Source: an optimization exercise on an open RTL-to-GDS flow (aim: a short achievable clock period and few clock cycles). Production flows keep margins and buffers that such runs may drop. At most, simulation tests tie the RTL to the original design; equivalence was not proved. The clock input has no modelled driver; a real chip could not lean on it and would need a root buffer or a full tree. Power and IR drop assume default switching activity.

==> inputs of run P <==
==> flow/design.v (excerpt) <==
module TinyMIPS(
    input  wire        clk,
    input  wire        rst,
    input  wire [15:0] data_fromRAM,
    output wire        wrEn,
    output wire [7:0]  addr_toRAM,
    output wire [15:0] data_toRAM
);
Settings: LEC_CHECK=0, CAP_MARGIN=20, CORE_MARGIN=2, CORE_UTILIZATION=50, PLACE_DENSITY=0.65, SETUP_SLACK_MARGIN=5, SLEW_MARGIN=20, SYNTH_HIERARCHICAL=1; clock period 8.0 ns.
standard.sh (not shown) runs the stock make flow with config.mk's settings and CLKGATE_MAP_FILE= SYNTH_SCRIPT=/design/flow/synth_recipe.tcl, a recipe that flattens the netlist after the stock synthesis.
==> flow/flow/run.sh <==
#!/bin/bash
# Standard layout, with the timing repair aiming at a larger setup margin.
bash standard.sh SETUP_SLACK_MARGIN=5.35 > standard_flow.log 2>&1
==> run G (differences from run P) <==
--- a/flow/design.v
+++ b/flow/design.v
@@ -31,56 +31,30 @@
             for (k = 1; k < 16; k = k * 2)
                 for (i = 15; i >= k; i = i - 1) begin
                     g[i] = g[i] | (p[i] & g[i-k]);
                     p[i] = p[i] & p[i-k];
                 end
             lt16 = g[15];
         end
     endfunction
-    function [17:0] pdoh;
-        input [15:0] w;
-        reg   [3:0]  op;
-        reg          ab, br;
-        reg   [2:0]  xs, ys;
-        begin
-            op = w[15:12];
-            ab = (op == 4'd8) | (op == 4'd9);
-            br = ab | (op == 4'd10);
-            xs = ab ? w[11:9] : w[8:6];
-            ys = (op == 4'd5) ? w[11:9] : ab ? w[8:6] : (op == 4'd10) ? w[11:9] : w[5:3];
-            pdoh = {8'd1 << xs, 8'd1 << ys, (op != 4'd7) & (op <= 4'd10),
-                    (op == 4'd0) | (op == 4'd2) | (op == 4'd3) | (op == 4'd5) | br};
-        end
-    endfunction
     reg  [7:0]  pA;         
     reg  [7:0]  pAi;        
-    reg         pWEi;
     reg         pWE;
     reg  [15:0] pDO;
     reg         pF;         
     reg  [7:0]  pNX;        
     reg         pBP;        
     assign addr_toRAM = pA;
     assign wrEn       = pWE;
     assign data_toRAM = pDO;
     reg         rV, rBP;
-    reg  [7:0]  rPC, rPC1, rPC2, rPC3, rNX;
+    reg  [7:0]  rPC, rNX;
     reg         LAbb;
-    reg         rF;         
-    reg         cap2;       
-    reg         EB0v, EB1v;
-    reg  [7:0]  EBA;
-    reg  [15:0] EBw0, EBw1;
-    reg  [7:0]  LAtgt, LA1, LA2, LA3;
-    reg  [7:0]  LAtgtB1;    
-    localparam RN = 12;
-    reg  [RN-1:0] rfv;
-    reg  [7:0]  rfa [0:RN-1];
-    reg  [15:0] rfw [0:RN-1];
+    reg  [7:0]  LAtgt;
     reg  [7:0]  fpc;        
     reg         halted;
     reg         bv;         
     reg  [7:0]  bpc, btg;
     localparam QW = 52;
     reg  [QW-1:0] Q [0:3];
     reg  [3:0]  qh, qt, qn;
     wire        q_ne  = qn[0];
@@ -99,17 +73,16 @@
     reg         fxm, fym;   
     reg         fxu, fyu;   
     reg  [5:0]  e_imm;
     reg  [7:0]  e_pc, e_tgt, e_pc1, e_tgt1, e_pc2;
     reg         e_ptk, e_rb;     
     reg  [7:0]  e_pn;            
     reg         e_bk;            
     reg         bV, b_tk, b_ptk, b_sane, b_bk;
-    reg  [7:0]  b_alt;           
     reg  [7:0]  b_pc, b_tgt, b_pc1, b_tgt1, b_pc2;
     reg  [15:0] Rres;       
     reg  [15:0] LR;         
     reg  [7:0]  s1_av, s1_lv;        
     reg         s1_ld;
     reg  [7:0]  s2_lv;               
     reg         s2_ld;
     reg  [7:0]  s3_lv;               
@@ -145,20 +118,17 @@
     wire [15:0] mres;
     add16m u_mres (.a(M0), .b(M1), .s(mres));
     wire [15:0] lres = s2_ld ? data_fromRAM : mres;
     wire [15:0] ri = data_fromRAM;
     wire [3:0]  rop = ri[15:12];
     wire        r_br  = (rop == 4'd8) | (rop == 4'd9) | (rop == 4'd10);
     wire        r_ok  = rV & ~LAbb;                      
     wire        r_bb  = r_ok & r_br & ri[5] & ~rBP;      
-    wire [7:0]  r_tgt  = rPC + {{2{ri[5]}}, ri[5:0]};
-    wire [7:0]  r_tgt1 = rPC1 + {{2{ri[5]}}, ri[5:0]};
-    wire [7:0]  r_tgt2 = rPC2 + {{2{ri[5]}}, ri[5:0]};
-    wire [7:0]  r_tgt3 = rPC3 + {{2{ri[5]}}, ri[5:0]};
+    wire [7:0]  r_tgt = rPC + {{2{ri[5]}}, ri[5:0]};
     wire        r_ab  = (rop == 4'd8) | (rop == 4'd9);   
     wire [2:0]  r_xs  = r_ab ? ri[11:9] : ri[8:6];
     wire [2:0]  r_ys  = (rop == 4'd5) ? ri[11:9] : r_ab ? ri[8:6] :
                         (rop == 4'd10) ? ri[11:9] : ri[5:3];
     wire        r_nx  = (rop != 4'd7) & (rop <= 4'd10);
     wire        r_ny  = (rop == 4'd0) | (rop == 4'd2) | (rop == 4'd3) | (rop == 4'd5) | r_br;
     wire [QW-1:0] q0 = ({QW{qh[0]}} & Q[0]) | ({QW{qh[1]}} & Q[1]) |
                        ({QW{qh[2]}} & Q[2]) | ({QW{qh[3]}} & Q[3]);
@@ -215,159 +185,90 @@
     wire [15:0] ry1 = yr ? Rres : yl ? LR : rfy;
     wire [15:0] rx = xd ? data_fromRAM : rx1;
     wire [15:0] ry = yd ? data_fromRAM : ry1;
     wire [7:0]  d_tgt = d_pc + {{2{di[5]}}, di[5:0]};
     wire [7:0]  d_pc1 = d_pc + 8'd1;
     wire        bhit  = bv & (bpc == fpc);
     wire [7:0]  fpred = bhit ? btg : fpc + 8'd1;
     wire        room  = ~(q_full | (q_ge3 & (rV | pF)) | (q_ge2 & rV & pF));
-    wire [7:0]  la_tgt1 = LA1;
-    reg         hL0, hL1;
-    reg  [15:0] wl0, wl1;
-    integer k;
-    always @* begin
-        hL0 = 1'b0; hL1 = 1'b0; wl0 = 16'd0; wl1 = 16'd0;
-        for (k = 0; k < RN; k = k + 1) begin
-            if (rfv[k] & (rfa[k] == LAtgt)) begin hL0 = 1'b1; wl0 = wl0 | rfw[k]; end
-            if (rfv[k] & (rfa[k] == LA1))   begin hL1 = 1'b1; wl1 = wl1 | rfw[k]; end
-        end
-    end
-    wire        ltry  = ~q_ge3;                     
-    wire        lslot = ~q_ge2 & ~e_mem;            
-    wire        lf2   = ltry & hL0 & hL1;
-    wire [7:0]  EBA1 = EBA + 8'd1;
-    wire [7:0]  EBA2 = EBA + 8'd2;
-    wire [7:0]  EBA3 = EBA + 8'd3;
-    wire        ebhit = b_sane & EB0v & (b_alt == EBA);
-    wire        ebf2 = ebhit & EB1v;
-    wire        ebf1 = ebhit & ~EB1v;
-    wire [7:0]  eb_s  = ebf2 ? EBA2 : ebf1 ? EBA1 : redir;
-    wire [7:0]  eb_s1 = ebf2 ? EBA3 : ebf1 ? EBA2 : redir1;
+    wire [7:0]  la_tgt1 = LAtgt + 8'd1;
     reg  [7:0]  nA, nNX, nfpc;
     reg         nF, nBP;
     always @* begin
         nA = pAi; nNX = pNX; nfpc = fpc; nF = 1'b0; nBP = 1'b0;
         if (misB) begin
-            nA = eb_s; nF = 1'b1; nNX = eb_s1; nfpc = eb_s1;
+            nA = redir; nF = 1'b1; nNX = redir1; nfpc = redir1;
         end else if (e_mem) begin
             nA = maddr;
-            if (LAbb) nfpc = lf2 ? LA2 : LAtgt;
+            if (LAbb) nfpc = LAtgt;
         end else if (e_halt_v | halted) begin
             nF = 1'b0;
         end else if (LAbb) begin
-            if (ltry & lslot) begin
-                nA = LA2; nF = lf2; nNX = LA3; nfpc = lf2 ? LA3 : LAtgt;
-            end else if (room & ~ltry) begin
+            if (room) begin
                 nA = LAtgt; nF = 1'b1; nNX = la_tgt1; nfpc = la_tgt1;
             end else
-                nfpc = lf2 ? LA2 : LAtgt;
+                nfpc = LAtgt;
         end else if (room) begin
             nA = fpc; nF = 1'b1; nNX = fpred; nfpc = fpred; nBP = bhit;
         end
     end
-    wire [1:0]  am  = misB ? {ebf2, ebf1} : e_halt_v ? 2'd0 :
-                      LAbb ? {lf2, 1'b0} : {1'b0, r_ok};
+    wire        app = r_ok & ~sq;
     wire [3:0]  nqh = sq ? qt : issue ? {qh[2:0], qh[3]} : qh;
-    wire [3:0]  nqt = am[1] ? {qt[1:0], qt[3:2]} : am[0] ? {qt[2:0], qt[3]} : qt;
+    wire [3:0]  nqt = app ? {qt[2:0], qt[3]} : qt;
     wire [3:0]  qn1 = sq ? 4'd0 : issue ? {1'b0, qn[3:1]} : qn;
-    wire [3:0]  nqn = am[1] ? {qn1[1:0], 2'b11} : am[0] ? {qn1[2:0], 1'b1} : qn1;
-    wire [3:0]  qt1 = {qt[2:0], qt[3]};
-    wire [QW-1:0] a_r  = {ri, rPC, rNX, 8'd1 << r_xs, 8'd1 << r_ys, r_nx, r_ny, r_bb, rBP};
-    wire [QW-1:0] a_e0 = {EBw0, EBA, EBA1, pdoh(EBw0), 2'b00};
-    wire [QW-1:0] a_e1 = {EBw1, EBA1, EBA2, pdoh(EBw1), 2'b00};
-    wire [QW-1:0] a_l0 = {wl0, LAtgt, LA1, pdoh(wl0), 2'b00};
-    wire [QW-1:0] a_l1 = {wl1, LA1, LA2, pdoh(wl1), 2'b00};
-    wire [QW-1:0] A0 = misB ? a_e0 : LAbb ? a_l0 : a_r;
-    wire [QW-1:0] A1 = misB ? a_e1 : a_l1;
+    wire [3:0]  nqn = app ? {qn1[2:0], 1'b1} : qn1;
     always @(posedge clk) begin
         if (rst) begin
             pA  <= 8'd0;
             pWE <= 1'b0;
         end else begin
             pA  <= nA;
             pWE <= e_mem & e_st;
         end
         pDO <= Ym;
     end
     always @(posedge clk or posedge rst) begin
-        if (rst) begin
-            pAi  <= 8'd0;
-            pWEi <= 1'b0;
-        end else begin
-            pAi  <= nA;
-            pWEi <= e_mem & e_st;
-        end
+        if (rst) pAi <= 8'd0;
+        else     pAi <= nA;
     end
-    integer i, m;
+    integer i;
     always @(posedge clk) begin
         if (rst) begin
             pF <= 1'b1; pNX <= 8'd1; pBP <= 1'b0;
-            rV <= 1'b0; LAbb <= 1'b0; rF <= 1'b0; cap2 <= 1'b0;
-            EB0v <= 1'b0; EB1v <= 1'b0; rfv <= {RN{1'b0}};
+            rV <= 1'b0; LAbb <= 1'b0;
             fpc <= 8'd1; halted <= 1'b0; bv <= 1'b0;
             qh <= 4'd1; qt <= 4'd1; qn <= 4'd0;
             ev <= 1'b0; bV <= 1'b0;
             s1_av <= 8'd0; s1_lv <= 8'd0; s2_lv <= 8'd0; s3_lv <= 8'd0;
         end else begin
             pNX <= nNX; fpc <= nfpc; pF <= nF; pBP <= nBP;
             qh <= nqh; qt <= nqt; qn <= nqn;
             rV <= pF & ~sq & ~LAbb;
             LAbb <= r_bb & ~sq;
-            rF   <= pF;
-            cap2 <= LAbb;
-            if (LAbb) begin
-                EB0v <= rF & (rPC == LAtgtB1);
-                EB1v <= 1'b0;
-            end else if (cap2)
-                EB1v <= EB0v & rF & (rPC == EBA1);
-            if (pWEi & ((pAi == EBA) | (pAi == EBA1))) begin
-                EB0v <= 1'b0; EB1v <= 1'b0;
-            end
-            if (rF) rfv <= {rfv[RN-2:0], 1'b1};
-            for (m = 0; m < RN; m = m + 1)
-                if (pWEi & (pAi == rfa[m])) rfv[m] <= 1'b0;
             ev <= issue & ~sq;
             bV <= e_ok & ~e_halt;
             if (e_halt_v) halted <= 1'b1;
             if (bV & b_tk & b_bk) bv <= 1'b1;
             s1_av <= e_ok ? e_av : 8'd0;
             s1_lv <= e_ok ? e_lv : 8'd0;
             s2_lv <= s1_lv & ~(e_ok ? e_av : 8'd0);
             s3_lv <= s2_lv;
         end
     end
     always @(posedge clk) begin
         rPC <= pAi;
-        rPC1 <= pAi + 8'd1;
-        rPC2 <= pAi + 8'd2;
-        rPC3 <= pAi + 8'd3;
-        if (LAbb) begin EBA <= rPC; EBw0 <= data_fromRAM; end
-        if (cap2) EBw1 <= data_fromRAM;
         LAtgt <= r_tgt;
-        LA1   <= r_tgt1;
-        LA2   <= r_tgt2;
-        LA3   <= r_tgt3;
-        if (rF) begin
-            rfa[0] <= rPC; rfw[0] <= data_fromRAM;
-            for (i = 1; i < RN; i = i + 1) begin
-                rfa[i] <= rfa[i-1]; rfw[i] <= rfw[i-1];
-            end
-        end
-        LAtgtB1 <= rPC + 8'd1;
         rNX <= pNX;
         rBP <= pBP;
         if (bV & b_tk & b_bk) begin
             bpc <= b_pc; btg <= b_tgt;
         end
         for (i = 0; i < 4; i = i + 1) begin
-            if ((misB | ~q_full) & qt[i])
-                Q[i] <= A0;
-            else if ((misB | ~q_ge3) & qt1[i])
-                Q[i] <= A1;
+            if (qt[i] & ~q_full) Q[i] <= {ri, rPC, rNX, 8'd1 << r_xs, 8'd1 << r_ys, r_nx, r_ny, r_bb, rBP};
         end
         e_wr   <= d_wr;
         e_long <= d_long;
         e_av   <= d_wr   ? (8'd1 << da) : 8'd0;
         e_lv   <= d_long ? (8'd1 << da) : 8'd0;
         e_srl  <= d_srl;
         e_ld   <= d_ld;
         e_st   <= d_st;
@@ -391,17 +292,16 @@
         e_pc1  <= d_pc1;
         e_tgt1 <= d_pc1 + {{2{di[5]}}, di[5:0]};
         e_pc2  <= d_pc + 8'd2;
         e_ptk  <= d_br & (d_rb | d_bp);
         e_rb   <= d_rb;
         e_pn   <= d_pn;
         b_tk   <= e_br & taken;
         b_ptk  <= e_ptk;
-        b_alt  <= e_ptk ? e_pc1 : e_tgt;
         b_sane <= e_rb | (e_ptk ? (e_pn == e_tgt) : (e_pn == e_pc1));
         b_bk   <= e_br & e_bk;
         b_pc   <= e_pc;
         b_tgt  <= e_tgt;
         b_pc1  <= e_pc1;
         b_tgt1 <= e_tgt1;
         b_pc2  <= e_pc2;
         Rres <= sum;
==> impl_metrics.tcl <==
set metrics [dict create \
    status "timing/DRC/antenna clean" \
    buf_share_pct 5.47 \
    start_util_pct 50.4 \
    row_count 104 \
    drive_gt1_share_pct 25.0 \
    grtUsageTotal_pct 29.0 \
    synthFlopType "dfxtp_1" \
    hold_start "e_pc2[1]" \
    postLayoutCoreUtil_pct 58.8 \
    final_area_um2 47200 \
    area_delta_synth_final_pct 16.7 \
    cts_max_level 3 \
    multi_input_area_um2 20000 \
    comb-power_mw 11.3 \
    grt_max_degree 78 \
    multi_input_cells 2477 \
    finClkSkew_ns 0.0351 \
]
The numbers above come from run G.

==> impl_metrics.tcl <==
set metrics [dict create \
    status "timing/DRC/antenna clean" \
    postLayoutCoreUtil_pct 63.5 \
    core_um2 129000 \
    finClkSkew_ns 0.0374 \
    synthFlopType "edfxtp_1" \
    comb-power_mw 18.2 \
    final_area_um2 82300 \
    start_util_pct 50.4 \
    area_delta_synth_final_pct 26.0 \
    row_count 132 \
    hold_start "e_pc[2]" \
    multi_input_cells 4394 \
    cts_max_level 4 \
    grtUsageTotal_pct 36.0 \
]
The numbers above come from run P.

Testbench counts of run G, summed over its fixed seeds: cycles 124,008.
No functional check of the RTL was part of run P.


==> inputs of indigo <==
Another version of the RTL of TinyMIPS (not shown whole).
clock: 8.0 ns
lec_check: 0
cap_margin: 20
core_margin: 2
core_utilization: 50
place_density: 0.65
setup_slack_margin: 5
slew_margin: 20
synth_hierarchical: 1
==> flow/flow/run.sh <==
#!/bin/bash
# Standard layout with two changes: the timing repair aims at a larger setup
# margin, and the clock tree is built by flow/cts_tree.tcl (hooked in before
# ORFS's clock_tree_synthesis call) instead of TritonCTS.
HERE=$(pwd)
bash standard.sh SETUP_SLACK_MARGIN=5.25 PRE_CTS_TCL=$HERE/flow/cts_tree.tcl > standard_flow.log 2>&1
==> flow/flow/cts_tree.tcl <==
# Clock tree built here instead of TritonCTS: the clock port drives one
# buffer per quadrant, each of which drives one buffer per grid cell of
# flip-flops in its quadrant (two buffer levels).  The grid is chosen for
# about 20 flip-flops per leaf buffer.
proc build_clock_tree {midbuf leafbuf} {
  set db [ord::get_db]
  set block [ord::get_db_block]
  set clk [$block findNet clk]
  set core [$block getCoreArea]
  set x0 [$core xMin]; set y0 [$core yMin]; set x1 [$core xMax]; set y1 [$core yMax]
  set sinks [$clk getITerms]
  set g [expr {int(ceil(sqrt([llength $sinks] / 16.0)))}]
  if {$g < 2} {set g 2}
  set w [expr {double($x1 - $x0) / $g}]
  set h [expr {double($y1 - $y0) / $g}]
  array set cell {}
  foreach it $sinks {
    set loc [[$it getInst] getLocation]
    set cx [expr {int(([lindex $loc 0] - $x0) / $w)}]
    set cy [expr {int(([lindex $loc 1] - $y0) / $h)}]
    if {$cx >= $g} {set cx [expr {$g - 1}]}; if {$cx < 0} {set cx 0}
    if {$cy >= $g} {set cy [expr {$g - 1}]}; if {$cy < 0} {set cy 0}
    lappend cell($cx,$cy) $it
  }
  # split crowded cells (sorted along x) so no leaf drives more than maxn
  set maxn 22
  array set group {}
  foreach key [lsort [array names cell]] {
    set its $cell($key)
    set n [llength $its]
    if {$n <= $maxn} { set group($key,0) $its; continue }
    set keyed {}
    foreach it $its { lappend keyed [list [lindex [[$it getInst] getLocation] 0] $it] }
    set sorted {}
    foreach e [lsort -integer -index 0 $keyed] { lappend sorted [lindex $e 1] }
    set parts [expr {int(ceil(double($n) / $maxn))}]
    set per [expr {int(ceil(double($n) / $parts))}]
    for {set p 0} {$p < $parts} {incr p} {
      set group($key,$p) [lrange $sorted [expr {$p * $per}] [expr {($p + 1) * $per - 1}]]
    }
  }
  set mm [$db findMaster $midbuf]
  array set qleaves {}
  set k 0
  foreach gkey [lsort [array names group]] {
    set its $group($gkey)
    if {[llength $its] == 0} continue
    set key [join [lrange [split $gkey ,] 0 1] ,]
    set lm [$db findMaster [expr {[llength $its] > 12 ? $leafbuf : "sky130_fd_sc_hd__clkbuf_8"}]]
    set sx 0; set sy 0
    foreach it $its {
      set l [[$it getInst] getLocation]
      set sx [expr {$sx + [lindex $l 0]}]; set sy [expr {$sy + [lindex $l 1]}]
    }
    set n [llength $its]
    set lx [expr {int($sx / $n)}]; set ly [expr {int($sy / $n)}]
    set leaf [odb::dbInst_create $block $lm "clkleaf_$k"]
    $leaf setLocation $lx $ly
    $leaf setPlacementStatus PLACED
    set lnet [odb::dbNet_create $block "clkleafnet_$k"]
    $lnet setSigType CLOCK
    [$leaf findITerm X] connect $lnet
    foreach it $its { $it disconnect; $it connect $lnet }
    lassign [split $key ,] cx cy
    set q "[expr {$cx * 2 / $g}],[expr {$cy * 2 / $g}]"
    lappend qleaves($q) [list $leaf $lx $ly]
    incr k
  }
  set m 0
  foreach q [lsort [array names qleaves]] {
    set sx 0; set sy 0; set tot 0
    foreach e $qleaves($q) {
      lassign $e leaf lx ly
      set sx [expr {$sx + $lx}]; set sy [expr {$sy + $ly}]; incr tot
    }
    set mid [odb::dbInst_create $block $mm "clkmid_$m"]
    $mid setLocation [expr {int($sx / $tot)}] [expr {int($sy / $tot)}]
    $mid setPlacementStatus PLACED
    set mnet [odb::dbNet_create $block "clkmidnet_$m"]
    $mnet setSigType CLOCK
    [$mid findITerm X] connect $mnet
    [$mid findITerm A] connect $clk
    foreach e $qleaves($q) { [[lindex $e 0] findITerm A] connect $mnet }
    incr m
  }
  puts "clock tree: $g x $g grid, $k leaf buffers, $m quadrant buffers"
}

# cts.tcl calls clock_tree_synthesis right after this hook
rename clock_tree_synthesis tritoncts_clock_tree_synthesis
proc clock_tree_synthesis {args} {
  build_clock_tree sky130_fd_sc_hd__clkbuf_16 sky130_fd_sc_hd__clkbuf_16
  set_propagated_clock [all_clocks]
}
==> inputs of quartz, as changes to indigo <==
--- a/flow/design.v
+++ b/flow/design.v
@@ -55,13 +55,13 @@
     reg         fxu, fyu;   
     reg  [5:0]  e_imm;
     reg  [7:0]  e_pc, e_pc1, e_pc2;
     reg         e_ptk, e_rb;     
     reg  [7:0]  e_pn;            
     reg         e_bk;            
-    reg  [7:0]  e_alt;           
+    reg  [7:0]  e_alt, e_alt1;   
     reg  [7:0]  e_aoh, e_a1oh;   
     reg         bV, b_tk, b_ptk, b_sane, b_bk;
     reg  [7:0]  b_alt;           
     reg  [7:0]  b_pc, b_tgt, b_pc1, b_tgt1, b_pc2;
     reg         b_h0, b_h1;      
     reg  [15:0] b_w0, b_w1;
@@ -97,13 +97,12 @@
     wire        e_mem    = e_ok & (e_ld | e_st);
     wire        sq       = misB | e_halt_v;
     wire [7:0]  maddr    = Xm[7:0] + {2'b00, e_imm};
     wire [7:0]  e_tgt, e_tgt1;
     add8m u_et0 (.a(e_pc),  .b({{2{e_imm[5]}}, e_imm}), .s(e_tgt));
     add8m u_et1 (.a(e_pc1), .b({{2{e_imm[5]}}, e_imm}), .s(e_tgt1));
-    wire [7:0]  e_alt1 = e_alt + 8'd1;
     reg  [15:0] ew0, ew1;
     reg         eh0r, eh1r;
     integer j;
     always @* begin
         ew0 = 16'd0; ew1 = 16'd0; eh0r = 1'b0; eh1r = 1'b0;
         for (j = 0; j < 8; j = j + 1) begin
@@ -138,13 +137,13 @@
     wire [15:0] rx, ry;
     wire        issue, x0, y0;
     wire [7:0]  e_wv = e_av | e_lv;
     dstage #(.QW(QW)) u_d (
         .q0e(Q[0]), .q1e(Q[1]), .q2e(Q[2]), .q3e(Q[3]), .qh(qh), .q_ne(q_ne), .halted(halted),
         .rf({RF[7], RF[6], RF[5], RF[4], RF[3], RF[2], RF[1], RF[0]}),
-        .rres(Rres), .lr(LR), .din(data_fromRAM),
+        .rres(Rres), .lr(LR), .din(lres),
         .rselv(rselv), .dselv(dselv), .lselv(lselv), .bxv(bxv),
         .ev(ev), .e_lv(e_lv), .e_wv(e_wv),
         .q0(q0), .rx(rx), .ry(ry), .issue(issue), .x0(x0), .y0(y0));
     wire [15:0] di   = q0[51:36];
     wire [7:0]  d_pc = q0[35:28];
     wire [7:0]  d_pn = q0[27:20];
@@ -166,14 +165,15 @@
     wire        needy = q0[2];
     wire        d_wr  = d_add | d_addi | d_cp | d_cpi;
     wire        d_long = d_ld | d_mul | d_srl;
     wire        d_ptk = d_br & (d_rb | d_bp);
     wire [7:0]  d_pc1 = d_pc + 8'd1;
     wire [7:0]  d_pc2 = d_pc + 8'd2;
-    wire [7:0]  d_tgt;
+    wire [7:0]  d_tgt, d_tgt1;
     add8m u_dt0 (.a(d_pc),  .b({{2{di[5]}}, di[5:0]}), .s(d_tgt));
+    add8m u_dt1 (.a(d_pc1), .b({{2{di[5]}}, di[5:0]}), .s(d_tgt1));
     wire [2:0]  d_t0 = d_pc[2:0]  + di[2:0];
     wire [2:0]  d_t1 = d_pc1[2:0] + di[2:0];
     wire [7:0]  n_w1 = e_ok ? e_wv : 8'd0;                   
     wire [7:0]  n_l1 = e_ok ? e_lv : 8'd0;                   
     wire [7:0]  n_l2 = s1_lv & ~(e_ok ? e_av : 8'd0);        
     wire        room  = ~(q_full | (q_ge3 & (rV | pF)) | (q_ge2 & rV & pF));
@@ -229,15 +229,18 @@
     wire        rsel = r_ok & ~misB;
     wire [QW-1:0] A0 = rsel ? a_r : (misB ? a_b0 : a_p);
     wire [QW-1:0] A1 = misB ? a_b1 : a_p;
     wire [1:0]  am  = misB ? {bf2, bf1} : e_halt_v ? 2'd0 :
                       {r_ok & p_ok, r_ok ^ p_ok};
     wire        drop = dropP & ~sq;                      
-    wire [3:0]  nqh, nqt, nqn;
-    qptr u_q (.qh(qh), .qt(qt), .qn(qn), .sq(sq), .issue(issue), .drop(drop), .am(am),
-              .nqh(nqh), .nqt(nqt), .nqn(nqn));
+    wire [3:0]  nqh = sq ? qt : issue ? {qh[2:0], qh[3]} : qh;
+    wire [3:0]  nqt = drop ? {qt[0], qt[3:1]} :
+                      am[1] ? {qt[1:0], qt[3:2]} : am[0] ? {qt[2:0], qt[3]} : qt;
+    wire [3:0]  qn1 = sq ? 4'd0 : issue ? {1'b0, qn[3:1]} : qn;
+    wire [3:0]  nqn = drop ? {1'b0, qn1[3:1]} :
+                      am[1] ? {qn1[1:0], 2'b11} : am[0] ? {qn1[2:0], 1'b1} : qn1;
     wire [3:0]  qt1 = {qt[2:0], qt[3]};
     always @(posedge clk) begin
         if (rst) begin
             pA  <= 8'd0;
             pWE <= 1'b0;
         end else begin
@@ -282,15 +285,15 @@
             if (bV & b_tk & b_bk) bv <= 1'b1;
             s1_av <= e_ok ? e_av : 8'd0;
             s1_lv <= e_ok ? e_lv : 8'd0;
             s2_lv <= s1_lv & ~(e_ok ? e_av : 8'd0);
             s3_lv <= s2_lv;
             rselv <= n_w1;
-            dselv <= ~n_w1 & (s1_ld ? n_l2 : 8'd0);
+            dselv <= ~n_w1 & n_l2;
             lselv <= ~n_w1 & ~n_l2 & s2_lv;
-            bxv   <= n_l1 | (~n_w1 & (s1_ld ? 8'd0 : n_l2));
+            bxv   <= n_l1;
         end
     end
     always @(posedge clk) begin
         pSD <= cdat[fi];
         rPC <= pPC;
         rPC1 <= pPC + 8'd1;
@@ -340,12 +343,13 @@
         e_pc1  <= d_pc1;
         e_pc2  <= d_pc2;
         e_ptk  <= d_ptk;
         e_rb   <= d_rb;
         e_pn   <= d_pn;
         e_alt  <= d_ptk ? d_pc1 : d_tgt;
+        e_alt1 <= d_ptk ? d_pc2 : d_tgt1;
         e_aoh  <= 8'd1 << (d_ptk ? d_pc1[2:0] : d_t0);
         e_a1oh <= 8'd1 << (d_ptk ? d_pc2[2:0] : d_t1);
         b_tk   <= e_br & taken;
         b_ptk  <= e_ptk;
         b_alt  <= e_alt;
         b_sane <= e_rb | (e_ptk ? (e_pn == e_tgt) : (e_pn == e_pc1));
@@ -514,20 +518,6 @@
     wire        yl = |(ys & lselv);
     wire [15:0] rx1 = xr ? rres : xl ? lr : rfx;
     wire [15:0] ry1 = yr ? rres : yl ? lr : rfy;
     assign rx = xd ? din : rx1;
     assign ry = yd ? din : ry1;
 endmodule
-module qptr(input wire [3:0] qh, qt, qn, input wire sq, issue, drop, input wire [1:0] am,
-            output wire [3:0] nqh, nqt, nqn);
-    assign nqt = drop ? {qt[0], qt[3:1]} :
-                 am[1] ? {qt[1:0], qt[3:2]} : am[0] ? {qt[2:0], qt[3]} : qt;
-    function [3:0] cnt;
-        input [3:0] c;
-        cnt = drop ? {1'b0, c[3:1]} :
-              am[1] ? {c[1:0], 2'b11} : am[0] ? {c[2:0], 1'b1} : c;
-    endfunction
-    wire [3:0] n0 = cnt(sq ? 4'd0 : qn);
-    wire [3:0] n1 = cnt(sq ? 4'd0 : {1'b0, qn[3:1]});
-    assign nqn = issue ? n1 : n0;
-    assign nqh = sq ? qt : issue ? {qh[2:0], qh[3]} : qh;
-endmodule
==> flow/flow/run.sh (replaced) <==
#!/bin/bash
# Standard layout, with the timing repair aiming at a larger setup margin.
bash standard.sh SETUP_SLACK_MARGIN=5.2 > standard_flow.log 2>&1
- CORE_UTILIZATION: 50 -> 58
- PLACE_DENSITY: 0.65 -> 0.72
removed: flow/flow/cts_tree.tcl
==> comparison table <==
| metric | indigo | quartz |
|---|---|---|
| Register area | 28,000 um2 | 28,000 um2 |
| Synth Area in Adders | 0.0512 | 0.0532 |
| Wire length on met2 | 95.1 mm | 89.4 mm |
| Critical path startpoint category | input pin | register |
| Max Fclk | 336 MHz | 342 MHz |
| Clock share of power | 0.098 | 0.162 |
| First DRT Iteration DRCs | 7,909 | 7,886 |
| Crit. Startpoint | data_fromRAM[14] | qh[2]$_SDFFE_PP0P_ |
| Worst Path Class, Setup | in2reg | reg2reg |
| Run status | timing/DRC/antenna clean | timing/DRC/antenna clean |
| Post-CTS repair timing setup buffer count | 122 | 68 |
| Total power density per cell area | 492 nW/um2 | 504 nW/um2 |
| Clock network power | 3.43 mW | 5.72 mW |
| CP max stage delay | 0.45 ns | 0.39 ns |
| Arrival time reported for the critical path endpoint | 3.19 ns | 3.52 ns |
| Cell type with the highest occurrence count on the critical path | sky130_fd_sc_hd__buf_12 | sky130_fd_sc_hd__buf_4 |
| Detailed-route wire length on metal 1 | 93.4 mm | 84.0 mm |
| Diodes inserted | 2 | 1 |
| Combinational share of power | 0.596 | 0.535 |
| Path length in cells of the critical path | 10 | 13 |
| Number of vias in the routed layout | 51,300 | 51,200 |
| CP max stage cell | sky130_fd_sc_hd__or3b_4 | sky130_fd_sc_hd__dfxtp_4 |
| Detail Placement HPWL | 137 mm | 135 mm |
| Post_cts resized | 481 | 342 |
| Netlist area before placement | 62,900 um2 | 62,900 um2 |
| Total Power | 35.0 mW | 35.4 mW |
| Number of multi-input combinational cells | 4,317 | 4,335 |
Testbench counts of indigo, summed over its fixed seeds: cycles 116,542.
Only the layout flow was run in quartz; the RTL was not checked for function there. The clock cells of indigo come from the design's own scripts or RTL, not from TritonCTS.

static timing again, ports no longer ideal:
In the flow no input, the clock included, has a driving cell. The finished layouts below were timed again as built, in two steps. Step 1 sets driving cells, clkbuf_16 on the clock port and buf_2 on the other inputs (assumed; they add their load-dependent delay and slew). Step 2 adds t to the input delays and takes it off the output delays; t is the mean of the earliest and latest rising clock arrival at the registers after step 1. Input paths then give back, and output paths get back, about the clock's delay inside the block. Slacks: no drivers / after step 1 / after step 2; pairs: no drivers / after step 1.
| run | t (ns) | slack for setup (ns) | cell pins on the clock port's net |
|---|---|---|---|
| run P | 0.872 | 4.279 / 4.279 / 3.484 | 1 |
| run G | 0.713 | 5.263 / 5.192 / 4.652 | 1 |
| indigo | 0.687 | 5.021 / 5.111 / 4.448 | 4 |
| quartz | 0.812 | 5.078 / 5.078 / 4.446 | 1 |
After both steps setup and hold are still met in every run listed. The setup slack of run P, which loses most, moves by 0.000 ns with the drivers and by -0.795 ns with both steps.
